Source: an optimization exercise on an open RTL-to-GDS flow (aim: small area). Production flows keep margins and buffers that such runs may drop. The RTL was checked by simulation tests, not by an equivalence proof against the original design. No activity file was given, so power comes from the tool's default toggle rates.

## flow/design.v

```verilog
module TopModule(scanline_horizontal,scanline_vertical,player_input,clk,rst,player_win,cpu_win,st,board1,board2,board3,board4,board5,board6,board7,board8,board9,cpu_en,cpu_select,turns,is_full,mode,mo1,mo0);
output [15:0]scanline_horizontal;
output [15:0]scanline_vertical;
output [1:0]board1,board2,board3,board4,board5,board6,board7,board8,board9;
output cpu_en;
output [8:0]cpu_select;
output player_win;
output cpu_win;
output [3:0]st;
output is_full;
output [3:0]turns;
output mo1,mo0;
input [8:0]player_input;
input clk,rst,mode;
localparam [3:0] C1 = 4'b0000;
localparam [3:0] C2 = 4'b0001;
localparam [3:0] C3 = 4'b0010;
localparam [3:0] C4 = 4'b0100;
localparam [3:0] C5 = 4'b0101;
localparam [3:0] C6 = 4'b0110;
localparam [3:0] C7 = 4'b1000;
localparam [3:0] C8 = 4'b1001;
localparam [3:0] C9 = 4'b1010;
localparam [3:0] CN = 4'b1111;
function [3:0] code; input [3:0] k;  
  case (k) 4'd0: code = C1; 4'd1: code = C2; 4'd2: code = C3; 4'd3: code = C4; 4'd4: code = C5; 4'd5: code = C6; 4'd6: code = C7; 4'd7: code = C8; 4'd8: code = C9; default: code = CN; endcase
endfunction
reg [8:0] O, X;           
reg pd;                   
wire [8:0] F = ~(O | X);   
reg [3:0] turns;
assign board1 = {X[0],O[0]};
assign board2 = {X[1],O[1]};
assign board3 = {X[2],O[2]};
assign board4 = {X[3],O[3]};
assign board5 = {X[4],O[4]};
assign board6 = {X[5],O[5]};
assign board7 = {X[6],O[6]};
assign board8 = {X[7],O[7]};
assign board9 = {X[8],O[8]};
reg [1:0] nxt, cur, S;    
wire pe = (S == 2'b01);
assign cpu_en = (S == 2'b10);
assign st = {S == 2'b11, cpu_en, pe, S == 2'b00};
wire [8:0] pr = player_input & F;
wire [8:0] pp;
assign pp[1] = pr[1];
assign pp[0] = pr[0] & ~pr[1];
genvar gi;
generate for (gi = 2; gi < 9; gi = gi + 1) begin : pprio
  assign pp[gi] = pr[gi] & ~(|pr[gi-1:0]);
end endgenerate
wire pm = pe & (|pr);
reg [3:0] oi;
reg [8:0] oa;
always @(*) begin
  oa = 9'd0;
  case (oi)
    C1: oa[0] = 1'b1; C2: oa[1] = 1'b1; C3: oa[2] = 1'b1;
    C4: oa[3] = 1'b1; C5: oa[4] = 1'b1; C6: oa[5] = 1'b1;
    C7: oa[6] = 1'b1; C8: oa[7] = 1'b1; C9: oa[8] = 1'b1;
    default: ;
  endcase
end
assign cpu_select = cpu_en ? oa : 9'd0;
wire [8:0] cmv = cpu_select & F;
wire cm = |cmv;
always @(posedge clk or posedge rst)
  if (rst) begin
    O <= 9'd0; X <= 9'd0; pd <= 1'b0; turns <= 4'd0;
  end else begin
    if (pe) O <= O | pp;
    X <= X | cmv;
    if (pm) turns <= turns + 4'd1;
    if (pm) pd <= 1'b1;
    else if (cm) pd <= 1'b0;
  end
wire o1=O[0],o2=O[1],o3=O[2],o4=O[3],o5=O[4],o6=O[5],o7=O[6],o8=O[7],o9=O[8];
wire x1=X[0],x2=X[1],x3=X[2],x4=X[3],x5=X[4],x6=X[5],x7=X[6],x8=X[7],x9=X[8];
wire f1=F[0],f2=F[1],f3=F[2],f4=F[3],f5=F[4],f6=F[5],f7=F[6],f8=F[7],f9=F[8];
wire xl = (x1&x2&x3)|(x4&x5&x6)|(x7&x8&x9)|(x1&x4&x7)|(x2&x5&x8)|(x3&x6&x9)|(x1&x5&x9)|(x3&x5&x7);
wire ol = (o1&o2&o3)|(o4&o5&o6)|(o7&o8&o9)|(o1&o4&o7)|(o2&o5&o8)|(o3&o6&o9)|(o1&o5&o9)|(o3&o5&o7);
assign cpu_win = xl;
assign player_win = ol & ~xl;
assign is_full = ~(|F);
wire E = xl | ol | is_full;
always @(posedge clk or posedge rst)
  if (rst) begin
    nxt <= 2'b01; cur <= 2'b00; S <= 2'b00;
  end else begin
    nxt <= {E | pd, E | ~pd};
    cur <= nxt;
    S <= cur;
  end
wire V = |cur;            
reg [5:0] L;
reg fo;
wire lx = (L == 6'b110011);
wire tick = lx & ~fo;
always @(posedge clk or posedge rst)
  if (rst) begin
    L <= 6'b000000; fo <= 1'b0;
  end else begin
    L <= {L[4:0], ~(L[5]^L[4])};
    if (lx) fo <= ~fo;
  end
reg [1:0] q;              
wire [8:0] W, B;
assign W[0] = f1 & ((x2&x3)|(x4&x7)|(x5&x9));
assign W[1] = f2 & ((x1&x3)|(x5&x8));
assign W[2] = f3 & ((x1&x2)|(x6&x9)|(x5&x7));
assign W[3] = f4 & ((x1&x7)|(x5&x6));
assign W[4] = f5 & ((x1&x9)|(x2&x8)|(x3&x7)|(x4&x6));
assign W[5] = f6 & ((x4&x5)|(x3&x9));
assign W[6] = f7 & ((x3&x5)|(x1&x4)|(x8&x9));
assign W[7] = f8 & ((x2&x5)|(x7&x9));
assign W[8] = 1'b0;
assign B[0] = f1 & ((o2&o3)|(o4&o7)|(o5&o9));
assign B[1] = f2 & ((o1&o3)|(o5&o8));
assign B[2] = f3 & ((o1&o2)|(o6&o9)|(o5&o7));
assign B[3] = f4 & ((o1&o7)|(o5&o6));
assign B[4] = 1'b0;
assign B[5] = f6 & ((o4&o5)|(o3&o9));
assign B[6] = f7 & ((o3&o5)|(o1&o4)|(o8&o9));
assign B[7] = f8 & ((o2&o5)|(o7&o9));
assign B[8] = f9 & ((o7&o8)|(o3&o6)|(o1&o5));
reg [3:0] wi, bi, si, ri, fi;
always @(*) begin
  if (W[0]) wi = C1; else if (W[1]) wi = C2; else if (W[2]) wi = C3; else if (W[3]) wi = C4;
  else if (W[5]) wi = C6; else if (W[6]) wi = C7; else if (W[7]) wi = C8; else wi = C5;
  if (B[0]) bi = C1; else if (B[1]) bi = C2; else if (B[2]) bi = C3; else if (B[3]) bi = C4;
  else if (B[5]) bi = C6; else if (B[6]) bi = C7; else if (B[7]) bi = C8; else bi = C9;
end
wire aW = |W, aB = |B;
wire [8:0] SP;
wire t1m = (o2&o4)|(o2&o9)|(o4&o9);
wire t3m = (o2&o6)|(o2&o7)|(o6&o7);
wire t7m = (o3&o4)|(o3&o8)|(o4&o8);
wire t9m = (o1&o6)|(o1&o8)|(o6&o8);
assign SP[0] = (x3&o5&o7) | (x5&t1m);
assign SP[1] = x5&((o1&o9)|(o3&o7)|(o4&o6));
assign SP[2] = (x1&o5&o9) | (x5&t3m);
assign SP[3] = 1'b0;
assign SP[4] = 1'b0;
assign SP[5] = (x5&o2&o8);
assign SP[6] = (x9&o1&o5) | (x5&t7m);
assign SP[7] = 1'b0;
assign SP[8] = (x7&o3&o5) | (x5&t9m);
wire aSP = |SP;
always @(*) begin
  si = 4'd0;
  if (SP[0]) si = si | C1;
  if (SP[1]) si = si | C2;
  if (SP[2]) si = si | C3;
  if (SP[5]) si = si | C6;
  if (SP[6]) si = si | C7;
  if (SP[8]) si = si | C9;
end
function [3:0] ffo;
  input [8:0] f;
  input [35:0] ord;   
  integer i;
  begin
    ffo = CN;
    for (i = 0; i <= 8; i = i + 1)
      if (f[ord[4*i +: 4]]) ffo = code(ord[4*i +: 4]);
  end
endfunction
always @(*) begin
  case (q)
    2'd0: ri = ffo(F, {4'd4,4'd2,4'd6,4'd0,4'd8,4'd3,4'd5,4'd1,4'd7});
    2'd1: ri = ffo(F, {4'd4,4'd6,4'd0,4'd8,4'd2,4'd1,4'd7,4'd3,4'd5});
    2'd2: ri = ffo(F, {4'd4,4'd8,4'd2,4'd6,4'd0,4'd1,4'd3,4'd5,4'd7});
    default: ri = ffo(F, {4'd4,4'd0,4'd2,4'd8,4'd6,4'd3,4'd5,4'd1,4'd7});
  endcase
  fi = ffo(F, {4'd0,4'd1,4'd2,4'd3,4'd4,4'd5,4'd6,4'd7,4'd8});
end
wire t1 = (turns == 4'd1);
wire t2 = (turns == 4'd2);
reg [3:0] nv;
reg hold;
always @(*) begin
  hold = 1'b0;
  if (!cpu_en) nv = CN;
  else if (t1) nv = o5 ? C9 : C5;
  else if (mode ? aW : aB) nv = mode ? wi : bi;
  else if (mode ? aB : aW) nv = mode ? bi : wi;
  else if (t2) begin nv = si; hold = ~aSP; end
  else nv = mode ? ri : fi;
end
always @(posedge clk or posedge rst)
  if (rst) begin
    oi <= CN; q <= 2'd0;
  end else if (tick) begin
    q <= q + 2'd1;
    if (!hold) oi <= nv;
  end
reg [1:0] hib, lob;        
wire [1:0] hi = ~hib, lo = ~lob;
reg [1:0] hin, lon;
always @(*)
  if (hi == 2'd3) begin hin = lo; lon = 2'd0; end
  else if (lo == 2'd3) begin hin = 2'd3; lon = hi + 2'd1; end
  else begin hin = hi; lon = lo + 2'd1; end
always @(posedge clk or posedge rst)
  if (rst) begin
    hib <= 2'd0; lob <= 2'd0;
  end else begin
    hib <= ~hin; lob <= ~lon;
  end
wire [3:0] hd = {hi==2'd3, hi==2'd2, hi==2'd1, hi==2'd0};
wire [3:0] ld = {lo==2'd3, lo==2'd2, lo==2'd1, lo==2'd0};
wire [3:0] hv = V ? hd : 4'd0;
assign scanline_vertical = {hv[3]&ld[3], hv[2]&ld[3], hv[2]&ld[2], hv[2]&ld[1], hv[2]&ld[0],
                            hv[3]&ld[2], hv[1]&ld[3], hv[1]&ld[2], hv[1]&ld[1], hv[1]&ld[0],
                            hv[3]&ld[1], hv[0]&ld[3], hv[0]&ld[2], hv[0]&ld[1], hv[0]&ld[0],
                            hv[3]&ld[0]};
wire [3:0] hdn = {hin==2'd3, hin==2'd2, hin==2'd1, hin==2'd0};
reg [2:0] mgb, mxb;        
always @(posedge clk or posedge rst)
  if (rst) begin
    mgb <= 3'b111; mxb <= 3'b111;
  end else begin
    mgb[0] <= ~(hdn[3] | (hdn[0]&o1) | (hdn[1]&o2) | (hdn[2]&o3));
    mgb[1] <= ~(hdn[3] | (hdn[0]&o4) | (hdn[1]&o5) | (hdn[2]&o6));
    mgb[2] <= ~(hdn[3] | (hdn[0]&o7) | (hdn[1]&o8) | (hdn[2]&o9));
    mxb[0] <= ~((hdn[0]&x1) | (hdn[1]&x2) | (hdn[2]&x3));
    mxb[1] <= ~((hdn[0]&x4) | (hdn[1]&x5) | (hdn[2]&x6));
    mxb[2] <= ~((hdn[0]&x7) | (hdn[1]&x8) | (hdn[2]&x9));
  end
wire [2:0] mg = ~mgb, mx = ~mxb;
wire [3:0] h0 = {4{mg[0]}} | ({4{mx[0]}} & ld);
wire [3:0] h1 = {4{mg[1]}} | ({4{mx[1]}} & ld);
wire [3:0] h2 = {4{mg[2]}} | ({4{mx[2]}} & ld);
assign scanline_horizontal = {V, h2, V, h1, V, h0, V};
assign mo1 = mode;
assign mo0 = ~mode;
endmodule
```

## flow/flow/run.sh

```bash
#!/bin/bash
# Own layout flow: the standard flow (standard.sh) with these changes:
#  - synthesis is the standard flow's synthesis script (synth_recipe.tcl and ORFS synth.tcl) with the ABC script
#    replaced by flow/own.abc (deeper, area-oriented) and without ORFS's full-adder extraction, so
#    ABC maps all combinational logic; the Yosys front end, register mapping, flattening and
#    renaming are unchanged,
#  - ports are buffered with sky130_fd_sc_hd__buf_1,
#  - clock tree synthesis without dummy loads (flow/cts_args).
set -euo pipefail
W=$(pwd)
F=$W/flow
awk -v abc="$F/own.abc" '
  /^# Technology mapping of adders/ { skip = 1; found++ }
  /^# Technology mapping of latches/ { skip = 0 }
  skip { next }
  /log_cmd abc \{\*\}\$abc_args/ { sub(/log_cmd abc \{\*\}\$abc_args/, "log_cmd abc -script " abc " {*}[lrange $abc_args 2 end]"); found++ }
  { print }
  END { if (found != 2) exit 1 }
' "$FLOW_HOME/scripts/synth.tcl" > "$W/own_synth_body.tcl"
sed 's|source \$::env(SCRIPTS_DIR)/synth.tcl|source '"$W"'/own_synth_body.tcl|' "$W/synth_recipe.tcl" > "$W/own_synth.tcl"
grep -q "own_synth_body" "$W/own_synth.tcl"
sed 's|SYNTH_SCRIPT=[^ ]*|SYNTH_SCRIPT='"$W"'/own_synth.tcl|' "$W/standard.sh" > "$W/own_standard.sh"
grep -q "own_synth.tcl" "$W/own_standard.sh"
export BUFFER_PORTS_ARGS="-buffer_cell sky130_fd_sc_hd__buf_1"
export REMOVE_ABC_BUFFERS=1
export CTS_ARGS="$(cat "$F/cts_args")"
bash "$W/own_standard.sh" finish > "$W/flow.log" 2>&1
```

## flow/flow/cts_args

```
-sink_clustering_enable -repair_clock_nets -dont_use_dummy_load
```

## flow/flow/own.abc

```
strash
&get -n
&deepsyn -I 6 -J 80
&dch -f
&nf -R 1000 -p -F 8 -A 4 -a
&put
strash
&get -n
&deepsyn -I 4 -J 50
&dch -f
&nf -R 1000 -p -F 8 -A 4 -a
&put
topo
```

## flow/standard.sh

```bash
#!/bin/bash
# synth_recipe.tcl (not shown) runs the flow's synth.tcl, then flattens the netlist and writes it again
# the make line also repeats each setting of config.mk as NAME=value (left out here)
make -C /OpenROAD-flow-scripts/flow DESIGN_CONFIG=/design/flow/config.mk WORK_HOME=/design/flow/orfs CLKGATE_MAP_FILE= SYNTH_SCRIPT=/design/flow/synth_recipe.tcl "${@:-finish}"
```

## flow/config.mk

```make
export PLATFORM = sky130hd
export DESIGN_NAME = TopModule
export DESIGN_NICKNAME = TopModule
export VERILOG_FILES = /design/flow/design.v
export SDC_FILE = /design/flow/constraint.sdc
export NUM_CORES = 4
export LEC_CHECK = 0
export CAP_MARGIN = 20
export CORE_MARGIN = 2
export CORE_UTILIZATION = 40
export GPL_TIMING_DRIVEN = 0
export SLEW_MARGIN = 20
```

## flow/constraint.sdc

```tcl
create_clock -name core_clock -period 10.0 [get_ports {clk}]
set_input_delay 2.0000 -clock core_clock [delete_from_list [all_inputs] [get_ports {clk}]]
set_output_delay 2.0000 -clock core_clock [all_outputs]
set_load 0.01 [all_outputs]
```

==> results.cfg, run 1 <==
[yosys]
synth_top_cell_by_area = dfrtp_1
synth-warning-count = 1
synth_edf_count = 0
synth_top_cell_area_share_pct = 31.4
yosys-top-cells-area = dfrtp_1, dfstp_2, nor2_1
synth_cells = 395
synth_cell_types = 48
synth_ff_type = dfrtp_1
synth.yosys.seq_area_share_pct = 40.2
async_flop_share_pct = 100
synth_seq_cells = 52
netlist_area_um2 = 3270
avgSynthCellArea_um2 = 8.28

[global_routing]
grt_max_degree = 30
grt_overflow = 0
antenna_found_initial = 0
grt_pass1_wl_mm = 16.0
track_usage_pct = 23.0
grt_pass1_vias = 2926

[pwr]
vdd_drop_max_mv = 0.0964
p_leak_nw = 1.33
powerDensity_nw_per_um2 = 222

[final_layout]
synthToLayoutAreaGrowth_pct = 10.7
layout_common_cells = buf_1, nor2_1, dfrtp_1
stdcell_count = 562
n_antenna_cell = 0
design_area_um2 = 3620
drive_gt1_share_pct = 4.13
nNetsFinal = 474
fillCellCount = 807
final_common_cell = buf_1
fin_util_pct = 46.4

[sta]
clock.fmax_mhz = 217
setup_ws_ps = 5390
tightest_slew_ps = 933
finalCriticalPeriod_ps = 4610
rsz0062_at_grt = false
period_share_pct = 46.1
clock_skew_ps = 22.4
tns_ps = 0
maxSlewHeadroom_pct = 37.6
setup_viol = 0
finalMaxSlewViolations = 0
finalHoldViolCount = 0

[die]
die_h_um = 94.4
die_w_um = 94.4
dieArea_um2 = 8920
rows = 32
initial_core_util_pct = 41.9
io_pins = 85
core_area_um2 = 7810

[place]
port_buffers = 84
dpl.cell_count = 557
placed_area_um2 = 3550
hpwl_mm = 7.46
place_ws_ps = 5400
gp_congestion = 0.980

[critical_path]
crit_type = input pin to output pin
critPathLaunchType = input pin
critPathTopFamily = buffers and inverters
end_kind = output pin
crit_chain = buf_1 > clkinv_1 > buf_1
cp_common_cell = buf_1
path_buf_inv = 3
required_ps = 8000
cp_slowest_cell = buf_1
r2r-start = X[4]
critPathMaxFanout = 7
cp.arrival_ps = 2610
max_stage_delay_ps = 260
startpoint = mode

[routing]
drt-wirelength-per-cell_um = 18.3
drtIter0Drc = 299
detail-route-antenna-nets = 0
routed_wl_mm = 10.3
drcViolationCount = 0
dr.pass1.iters = 5
routed_via_density = 5.99
routed-via-count = 3364

[clock_tree]
cts_resized = 0
clk_path_buf_depth = 2
postCtsHoldBufs = 0
cts_buffers = 5
cts.clk_slew.worst_paths_ps = 90
cts_root_buf = clkbuf_8
post-cts-setup-buffers = 0
htree_levels = 2
cts_sinks = 52
cts_tree = yes
clkLatencyLatePin_ps = 300

[hold_path]
hold_class = flop to flop
hp-start = nxt[1]

[status]
status = timing/DRC/antenna clean

[run]
drv_cap = 0
## path summary, 6_finish.rpt
kind	slack [ps]	cells past startpoint	endpoint
hold / removal	370	0	cur[1]
setup reg to reg	6550	13	oi[1]
max in group asynchronous	7770	3	oi[0]
setup / recovery	5390	3	mo0
min in group asynchronous	1660	2	turns[3]
hold reg to reg	370	0	cur[1]
## cells by family (layout without fill, tap and decap cells)
logic type | after synthesis | count (layout) | share of synthesized area [%]
flops | 52 | 52 | 40.2
buf+inv | 34 | 99 | 6.77
xor+xnor | 6 | 6 | 1.61
simple gates | 184 | 184 | 26.6
compound gates | 119 | 119 | 24.8
## metal layers
layer / routed length (um) / GRT usage, % / up-vias
met5: 0 / 0 / -
met4: 101 / 5.80 / 0
met3: 625 / 2.63 / 14
met2: 4740 / 36.3 / 136
met1: 4800 / 33.9 / 1642
li1: - / - / 1572
## flip-flops by register name (all words and copies together), names as in the netlist
signal	cells
O	9
L	6
nxt	2
hib	2
q	2
mxb	3
pd	1
S	2
X	9
turns	4
fo	1
lob	2
cur	2
oi	4
mgb	3
## metrics by stage
| step | hold slack (ps) | power, mW |
|---|---|---|
| detailed placement | 350 | 0.695 |
| global placement | 335 | 0.690 |
| floorplan | 331 | 0.555 |
| CTS | 375 | 0.801 |
| finish | 366 | 0.804 |
| global route | 384 | 0.865 |
## Yosys cell counts, types with 4 or more instances
master    instances
nand2b_1         17
o21ai_0          27
a41o_1            5
o211ai_1          4
nor3_1           18
a21oi_1          26
nand3_1          22
a22oi_1           9
nand2_1          40
dfstp_2          11
buf_4            25
clkinv_1          9
nand4_1           4
xnor2_1           4
a22o_1            5
dfrtp_1          41
a31oi_1           5
o22ai_1           4
nor2_1           60
a222oi_1          4
nand3b_1          4
and2_0            4
## report_power, final
group | switching (mW) | internal (mW) | leakage [nW]
Sequential | 0.0985 | 0.244 | 0.594
Clock | 0.0595 | 0.0452 | 0.0359
Combinational | 0.224 | 0.133 | 0.704
Total | 0.382 | 0.422 | 1.33
## area by class of cell
type | instances | area, um2 | area share [%]
Timing Repair Buffer | 85 | 335 | 9.26
Multi-Input combinational cell | 309 | 1740 | 48.0
Inverter | 9 | 35.0 | 0.967
Tap cell | 102 | 128 | 3.52
Clock buffer | 5 | 68.8 | 1.90
Sequential cell | 52 | 1320 | 36.3
==> inputs of run 2 (changes only) <==
--- a/flow/config.mk
+++ b/flow/config.mk
@@ -10,3 +10,3 @@
 export CORE_UTILIZATION = 40
 export GPL_TIMING_DRIVEN = 0
-export SLEW_MARGIN = 20
+export SLEW_MARGIN = 0
==> run 2 against run 1 <==
Clock skew up 3.4 ps; design area down 0.59%; sequential cell count unchanged; total power about the same; combinational power about the same; sequential power about the same; synthesized cell count unchanged; largest power group unchanged.
==> results.cfg, run 2 <==
[hold_path]
whs_path_depth = 0
hold_class = flop to flop

[critical_path]
path_buf_inv = 3
cp_slowest_cell = buf_1
worstRegToRegCells = 12
critPathTopFamily = buffers and inverters
end_kind = output pin
cp.arrival_ps = 2600
path_depth = 3
critPathMaxFanout = 7
cp_common_cell = buf_1
max_stage_delay_ps = 250
required_ps = 8000
crit_type = input pin to output pin
crit_chain = buf_1 > clkinv_1 > buf_1
critPathLaunchType = input pin

[status]
status = timing/DRC/antenna clean

[die]
core_area_um2 = 7810
die_h_um = 94.4
dieArea_um2 = 8920
io_pins = 85
die_w_um = 94.4
rows = 32
initial_core_util_pct = 41.9

[sta]
setup_viol = 0
clock.fmax_mhz = 217
tns_ps = 0
finalHoldViolCount = 0
clock_skew_ps = 25.7
worst_hold_slack_ps = 372
setup_ws_ps = 5400
maxSlewHeadroom_pct = 36.0
finalMaxSlewViolations = 0
tightest_slew_ps = 956
rsz0062_at_grt = false
period_share_pct = 46.0
finalCriticalPeriod_ps = 4600

[clock_tree]
postCtsHoldBufs = 0
cts_root_buf = clkbuf_8
cts_tree = yes
cts.clk_slew.worst_paths_ps = 90
cts_resized = 0
clkLatencyLatePin_ps = 310
cts_buffers = 5
post-cts-setup-buffers = 0
cts_sinks = 52
htree_levels = 2
clk_path_buf_depth = 2

[routing]
wl_met2_mm = 4.68
drtIter0Drc = 333
routed.top_layer = met4
detail-route-antenna-nets = 0
wl_met3_um = 676
routed-via-count = 3350
drt-wirelength-per-cell_um = 18.3
drcViolationCount = 0
routed_wl_mm = 10.3
dr.pass1.iters = 7
met1_length_mm = 4.71
routed_via_density = 5.96

[final_layout]
layout_common_cells = buf_1, nor2_1, dfrtp_1
synthToLayoutAreaGrowth_pct = 10.1
stdcell_count = 562
final_common_cell = buf_1
drive_gt1_share_pct = 3.91
n_antenna_cell = 0
reg_top3 = O (9), X (9), L (6)
nNetsFinal = 474

[place]
place_ws_ps = 5400
gp_congestion = 0.980
port_buffers = 84
hpwl_mm = 7.37
dpl.cell_count = 557

[global_routing]
grt_max_degree = 53
grt_overflow = 0
grt_pass1_vias = 2947
track_usage_pct = 23.0
grt_pass1_wl_mm = 15.9
antenna_found_initial = 0

[pwr]
p_leak_nw = 1.33
vdd_drop_max_mv = 0.0687
powerDensity_nw_per_um2 = 223

[yosys]
netlist_area_um2 = 3270
yosys-top-cells-area = dfrtp_1, dfstp_2, nor2_1
async_flop_share_pct = 100
synth_top_cell_area_share_pct = 31.4
synth_cells = 395
avgSynthCellArea_um2 = 8.28
synth_commonest_cells = nor2_1, dfrtp_1, nand2_1, o21ai_0, a21oi_1
synth-warning-count = 1
synth.yosys.seq_area_share_pct = 40.2
yosysMostFrequentCell = nor2_1
synth_edf_count = 0
synth_ff_type = dfrtp_1
synth_cell_types = 48
synth_top_cell_by_area = dfrtp_1
synth_seq_cells = 52

[run]
drv_cap = 0
==> run 2: through the flow <==
stage | instance area [um2] | power (mW) | util (%)
after floorplan | 3080 | 0.555 | -
after global placement | 3530 | 0.690 | 45.2
after detailed placement | 3530 | 0.693 | 45.2
after CTS | 3600 | 0.799 | 46.1
after global routing | 3600 | 0.864 | 46.1
final | 3600 | 0.804 | 46.1
==> run 2: per-layer routing <==
| layer | vias up | GRT usage [%] |
|---|---|---|
| li1 | 1573 | - |
| met1 | 1607 | 32.7 |
| met2 | 155 | 36.5 |
| met3 | 15 | 3.51 |
| met4 | 0 | 6.40 |
| met5 | - | 0 |
==> run 2: kinds of logic after synthesis <==
| kind of cell | after synthesis | share of synthesized area [%] |
|---|---|---|
| AO/OA/AOI/OAI | 119 | 24.8 |
| XOR/XNOR | 6 | 1.61 |
| buffers and inverters | 34 | 6.77 |
| flip-flops | 52 | 40.2 |
| AND/OR/NAND/NOR | 184 | 26.6 |
==> run 2: final cells by class <==
type	count	area, um2
Clock buffer	5	68.8
Timing Repair Buffer	85	320
Multi-Input combinational cell	309	1730
Inverter	9	35.0
Sequential cell	52	1320
Fill cell	797	4210
Tap cell	102	128
==> run 2: worst paths after layout <==
check                      slack, ps  endpoint   start
max in group asynchronous       7650      O[5]     rst
min in group asynchronous       1820  turns[3]     rst
hold / removal                   370      S[0]  cur[0]
hold reg to reg                  370      S[0]  cur[0]
setup / recovery                5400       mo0    mode
setup reg to reg                6540     oi[1]    X[2]
==> run 2: worst register-to-register path, stage by stage (launching register included) <==
cell and delay (ps):
dfrtp_1 540, nor2_1 800, o21a_1 270, a31oi_1 70, and3_1 240, nand2b_1 90, a211o_1 180, nor2_1 120
a21boi_0 540, nand2_1 110, a21oi_1 180, o21ai_0 130, o21a_1 130
==> run 2: report_power, final <==
part	internal [mW]	total, mW	switching, mW
Sequential	0.245	0.342	0.0977
Clock	0.0452	0.104	0.0592
Combinational	0.132	0.358	0.226
==> inputs of run 3 (changes only) <==
--- a/flow/flow/own.abc
+++ b/flow/flow/own.abc
@@ -11,3 +11,9 @@
 &nf -R 1000 -p -F 8 -A 4 -a
 &put
+strash
+&get -n
+&deepsyn -I 4 -J 50
+&dch -f
+&nf -R 1000 -p -F 8 -A 4 -a
+&put
 topo
==> run 3 against run 2 <==
Still clean; synthesized cell count up 2.0%; wire length up 0.11%; worst hold slack better by 1.2 ps; via count up 0.90%; total power down 5.7%; non-clock buffer count down 1; global-route usage up 0.64 points; critical path type unchanged; critical endpoint unchanged; highest routed layer unchanged.
==> results.cfg, run 3 <==
[pwr]
p_leak_nw = 1.35
powerDensity_nw_per_um2 = 210
vdd_drop_max_mv = 0.141
power_uw = 759

[clock_tree]
cts_resized = 0
cts_buffers = 5
htree_levels = 2
cts_sinks = 52
clk_path_buf_depth = 2
post-cts-setup-buffers = 0
cts_root_buf = clkbuf_8
clkLatencyLatePin_ps = 310
cts.clk_slew.worst_paths_ps = 90
postCtsHoldBufs = 0
cts_tree = yes

[yosys]
synth_top_cell_area_share_pct = 31.3
synth_ff_type = dfrtp_1
yosysMostFrequentCell = nor2_1
yosys-top-cells-area = dfrtp_1, dfstp_2, nor2_1
synth_top_family_by_area = simple AND/OR/NAND/NOR gates
netlist_area_um2 = 3280
synth_seq_cells = 52
synthMuxAreaShare_pct = 0
async_flop_share_pct = 100
synth-warning-count = 1
synth_cells = 403
synth_xor_xnor_area_share_pct = 1.60
avgSynthCellArea_um2 = 8.15
synth.yosys.seq_area_share_pct = 40.1
synth-compound-area-share_pct = 23.3
post_synth_fa_ha_maj_area_fraction_pct = 0
synth_edf_count = 0
synth-simple-area-share_pct = 28.2
synth_cell_types = 44
synth_top_cell_by_area = dfrtp_1
synth_commonest_cells = nor2_1, nand2_1, dfrtp_1, a21oi_1, buf_4

[critical_path]
crit_type = input pin to output pin
r2r-start = O[3]
cp.arrival_ps = 2530
path_buf_inv = 3
regToRegEndpoint = oi[3]
max_stage_delay_ps = 290
end_kind = output pin
worstRegToRegCells = 11
cp_slowest_cell = buf_1
crit_end = mo0
required_ps = 8000
crit_chain = buf_1 > clkinv_1 > buf_1
critPathTopFamily = buffers and inverters
critPathMaxFanout = 8
regToRegSetupSlack_ps = 6570
startpoint = mode
cp_common_cell = buf_1
path_depth = 3
critPathLaunchType = input pin

[sta]
finalMaxSlewViolations = 0
clock_skew_ps = 26.3
period_share_pct = 45.3
clock.fmax_mhz = 221
finalCriticalPeriod_ps = 4530
tightest_slew_ps = 963
finalHoldViolCount = 0
worst_hold_slack_ps = 373
tns_ps = 0
rsz0062_at_grt = false
setup_viol = 0
maxSlewHeadroom_pct = 35.6

[run]
drv_cap = 0

[die]
die_w_um = 94.6
initial_core_util_pct = 40.6
dieArea_um2 = 8950
core_area_um2 = 8090
rows = 33
die_h_um = 94.6
io_pins = 85

[final_layout]
n_antenna_cell = 0
reg_top3 = O (9), X (9), L (6)
layout_common_cells = buf_1, nor2_1, nand2_1
final_common_cell = buf_1
synthToLayoutAreaGrowth_pct = 10.0
drive_gt1_share_pct = 3.64
nNetsFinal = 481

[routing]
detail-route-antenna-nets = 0
dr.pass1.iters = 6
drcViolationCount = 0
routed_wl_mm = 10.3
routed_via_density = 5.91
routed-via-count = 3380
drtIter0Drc = 397
drt-wirelength-per-cell_um = 18.0

[global_routing]
grt_pass1_wl_mm = 16.4
grt_overflow = 0
grt_max_degree = 53
grt_pass1_vias = 3114
track_usage_pct = 23.6
antenna_found_initial = 0

[place]
hpwl_mm = 7.23
port_buffers = 84
gp_congestion = 0.951

[hold_path]
hold_class = flop to flop

[status]
status = timing/DRC/antenna clean
run 3: worst reg2reg max path, stage by stage, from the launching register on:
cell      delay [ps]
dfrtp_1          570
nor2_1           810
nand3_1          220
a31oi_1          290
and3_1           220
nand2b_1          80
a211o_1          300
nor2_1           220
a31oi_1          250
nand2_1          140
a21oi_1           60
a21oi_1          190
run 3: final cells by class:
| cell class | count | area (um2) |
|---|---|---|
| multi-input cells | 316 | 1740 |
| inverters | 10 | 38.8 |
| fillers | 846 | 4480 |
| clock buffers | 5 | 68.8 |
| repair buffers | 84 | 315 |
| flip-flops and latches | 52 | 1320 |
| well taps | 105 | 131 |
run 3: cells by family after synthesis:
| kind of cell | count (synthesis) |
|---|---|
| flops | 52 |
| buf+inv | 35 |
| simple gates | 199 |
| compound gates | 111 |
| xor+xnor | 6 |
run 3: where the power goes:
group | switching [mW] | total (mW) | leakage, nW | internal [mW]
clock network | 0.0657 | 0.111 | 0.0359 | 0.0454
logic | 0.198 | 0.313 | 0.718 | 0.116
registers | 0.0923 | 0.334 | 0.594 | 0.242
run 3: worst min path at each step:
stage | start | endpoint | slack, ps | cells past startpoint
floorplan | nxt[1] | cur[1] | 330 | 0
finish | cur[1] | S[1] | 370 | 0
global placement | nxt[1] | cur[1] | 330 | 0
CTS | cur[1] | S[1] | 370 | 0
detailed placement | nxt[1] | cur[1] | 340 | 0
global route | cur[1] | S[1] | 380 | 0
run 3: routing by layer:
metal	vias to the layer above	wire length (um)	GRT usage (%)
met1	1581	4490	33.9
met3	15	875	3.19
met4	0	117	7.37
met2	196	4790	37.1
li1	1588	-	-
met5	-	0	0
run 3: metrics by stage:
stage	setup WS, ps	cells	area [um2]	util, %
floorplan	5920	378	3100	-
global route	5380	572	3610	44.6
detailed placement	5440	567	3540	43.8
CTS	5450	572	3610	44.6
global placement	5440	567	3540	43.8
finish	5470	572	3610	44.6
==> inputs of run 4 (changes only) <==
==> flow/flow/own.abc (replaced) <==
strash
&get -n
&deepsyn -I 6 -J 80
&dch -f
&nf -R 1000 -p -F 12 -A 8 -a -E 10
&put
strash
&get -n
&deepsyn -I 4 -J 50
&dch -f
&nf -R 1000 -p -F 12 -A 8 -a
&put
topo
==> run 4 against run 3 <==
Clock skew fell by 2.9 ps; total power increased by 18%; critical path type unchanged; worst hold slack worse by 19 ps; final cell count fell by 2.8%; register-to-register slack hardly changed; wire length fell by 0.87%.
==> results.cfg, run 4 <==
[critical_path]
cp.arrival_ps = 2570
end_kind = output pin
cp_slowest_cell = buf_1
critPathLaunchType = input pin
crit_type = input pin to output pin
critPathMaxFanout = 7
required_ps = 8000
crit_chain = buf_1 > clkinv_1 > buf_1
cp_common_cell = buf_1
max_stage_delay_ps = 230

[pwr]
p_int_uw = 455
p_leak_nw = 1.32
vdd_drop_max_mv = 0.106
clkPwrFrac_pct = 12.3
pwr-share-seq_pct = 42.2
swShare_pct = 49.2
switchingPower_uw = 441
powerDensity_nw_per_um2 = 250
comb_power_share_pct = 45.4

[clock_tree]
cts_sinks = 52
cts_buffers = 5
clk_path_buf_depth = 2
cts_tree = yes
postCtsHoldBufs = 0
htree_levels = 2
cts_root_buf = clkbuf_8
cts.clk_slew.worst_paths_ps = 80
clkLatencyLatePin_ps = 310
cts_resized = 0
post-cts-setup-buffers = 0

[global_routing]
antenna_found_initial = 0
grt_overflow = 0
grt_pass1_wl_mm = 15.9
grt_max_degree = 53
grt_pass1_vias = 2983
track_usage_pct = 23.2

[final_layout]
nNetsFinal = 468
layout_common_cells = buf_1, nor2_1, nand2_1
fillCellCount = 823
final_common_cell = buf_1
synthToLayoutAreaGrowth_pct = 10.1
n_antenna_cell = 0
reg_top3 = O (9), X (9), L (6)
fin_util_pct = 46.0
drive_gt1_share_pct = 3.96

[die]
core_area_um2 = 7810
initial_core_util_pct = 41.7
die_h_um = 94.3
rows = 32
io_pins = 85
dieArea_um2 = 8890
die_w_um = 94.3

[sta]
rsz0062_at_grt = false
clock_skew_ps = 23.4
finalCriticalPeriod_ps = 4570
maxSlewHeadroom_pct = 39.7
setup_viol = 0
tns_ps = 0
tightest_slew_ps = 904
finalMaxSlewViolations = 0
finalHoldViolCount = 0
clock.fmax_mhz = 219
period_share_pct = 45.7

[yosys]
synth_ff_type = dfrtp_1
synth_commonest_cells = nor2_1, nand2_1, dfrtp_1, o21ai_0, a21oi_1
synth_seq_cells = 52
avgSynthCellArea_um2 = 8.38
yosys-top-cells-area = dfrtp_1, dfstp_2, nor2_1
synth_top_cell_by_area = dfrtp_1
synth-warning-count = 1
netlist_area_um2 = 3260
async_flop_share_pct = 100
synth_top_cell_area_share_pct = 31.5
synth_edf_count = 0
synth_cells = 389
synth.yosys.seq_area_share_pct = 40.3
yosysMostFrequentCell = nor2_1
synth_cell_types = 46

[routing]
routed_via_density = 6.01
drtIter0Drc = 511
routed-via-count = 3343
detail-route-antenna-nets = 0
dr.pass1.iters = 6
drt-wirelength-per-cell_um = 18.3
routed_wl_mm = 10.2
drcViolationCount = 0

[place]
gp_congestion = 0.967
hpwl_mm = 7.27
port_buffers = 84

[status]
status = timing/DRC/antenna clean

[run]
drv_cap = 0

[hold_path]
hold_class = flop to flop
## run 4: cell types whose count changed after synthesis, sizes merged, moves of 3 or more
cell / delta
a22oi: +4
o21ai: +11
nor3: -13
nor2: -8
a21oi: -3
nand2: -6
## run 4: metrics by stage
| step | setup WS [ps] | power (mW) | cell area (um2) | cells | hold slack [ps] |
|---|---|---|---|---|---|
| 4_1_cts | 5400 | 0.885 | 3580 | 555 | 360 |
| 2_1_floorplan | 5900 | 0.617 | 3070 | 364 | 331 |
| 3_3_place_gp | 5410 | 0.774 | 3510 | 550 | 335 |
| 3_5_place_dp | 5410 | 0.772 | 3520 | 550 | 346 |
| 5_1_grt | 5320 | 0.952 | 3590 | 556 | 357 |
| 6_report | 5430 | 0.896 | 3590 | 556 | 355 |
## run 4: kinds of logic after synthesis
family	after synthesis	synth area share [%]
and+or+nand+nor	172	25.2
AOI/OAI and AO/OA	126	26.2
DFF	52	40.3
buffers and inverters	33	6.68
xor gates and xnor gates	6	1.61
## run 4: path summary, 6_finish.rpt
kind	start	end	slack [ps]	cells after the start
setup / recovery	mode	mo0	5430	3
max in group asynchronous	rst	X[3]	7610	2
hold reg to reg	nxt[1]	cur[1]	350	0
hold / removal	nxt[1]	cur[1]	350	0
setup reg to reg	O[3]	oi[0]	6570	10
min in group asynchronous	rst	O[7]	1830	2
## run 4: layer usage
layer / global-route usage [%] / routed length [um] / vias to the layer above
li1: - / - / 1555
met1: 32.4 / 4520 / 1579
met2: 37.7 / 4680 / 192
met3: 3.37 / 806 / 17
met4: 6.16 / 171 / 0
met5: 0 / 0 / -
## run 4: layout make-up
type                    instances  area [um2]  area share (%)
flip-flops and latches         52        1320            36.6
inverters                       8        31.3           0.871
clock buffers                   5        68.8            1.92
well taps                     102         128            3.56
repair buffers                 85         320            8.92
multi-input cells             304        1730            48.1
## run 4: critical path: cells and delay by family
kind                   cells  cell delay [ps]
buffers and inverters      3              570
## run 4: power by group through the flow
stage          Clock, mW  Combinational (mW)  Sequential (mW)
3_3_place_gp           0               0.398            0.376
4_1_cts            0.115               0.397            0.373
3_5_place_dp           0               0.394            0.378
6_report           0.111               0.407            0.378
5_1_grt            0.124               0.442            0.387
2_1_floorplan          0               0.266            0.351

## what the ideal ports hide
Ports are ideal in the flow. The routed layouts listed here were re-timed in OpenROAD. Step 1 assumes that a clkbuf_16 drives the clock port and a buf_2 every other input. Step 2, shift: input delay + t, output delay - t, t = (earliest + latest rising clock arrival at the registers) / 2. This alone moves slack from input paths to output paths. a / b / c = ideal / step 1 / step 2; a / b = the first two.
| run | t, ns | setup slack, ns | worst register clock-pin slew, ns | cell pins on the clock port's net |
|---|---|---|---|---|
| run 1 | 0.314 | 5.390 / 5.366 / 5.366 | 0.09 / 0.09 | 1 |
| run 2 | 0.321 | 5.401 / 5.378 / 5.378 | 0.09 / 0.09 | 1 |
| run 3 | 0.331 | 5.474 / 5.453 / 5.453 | 0.10 / 0.10 | 1 |
| run 4 | 0.329 | 5.432 / 5.408 / 5.408 | 0.10 / 0.10 | 1 |
After both steps every run listed still meets setup and hold.
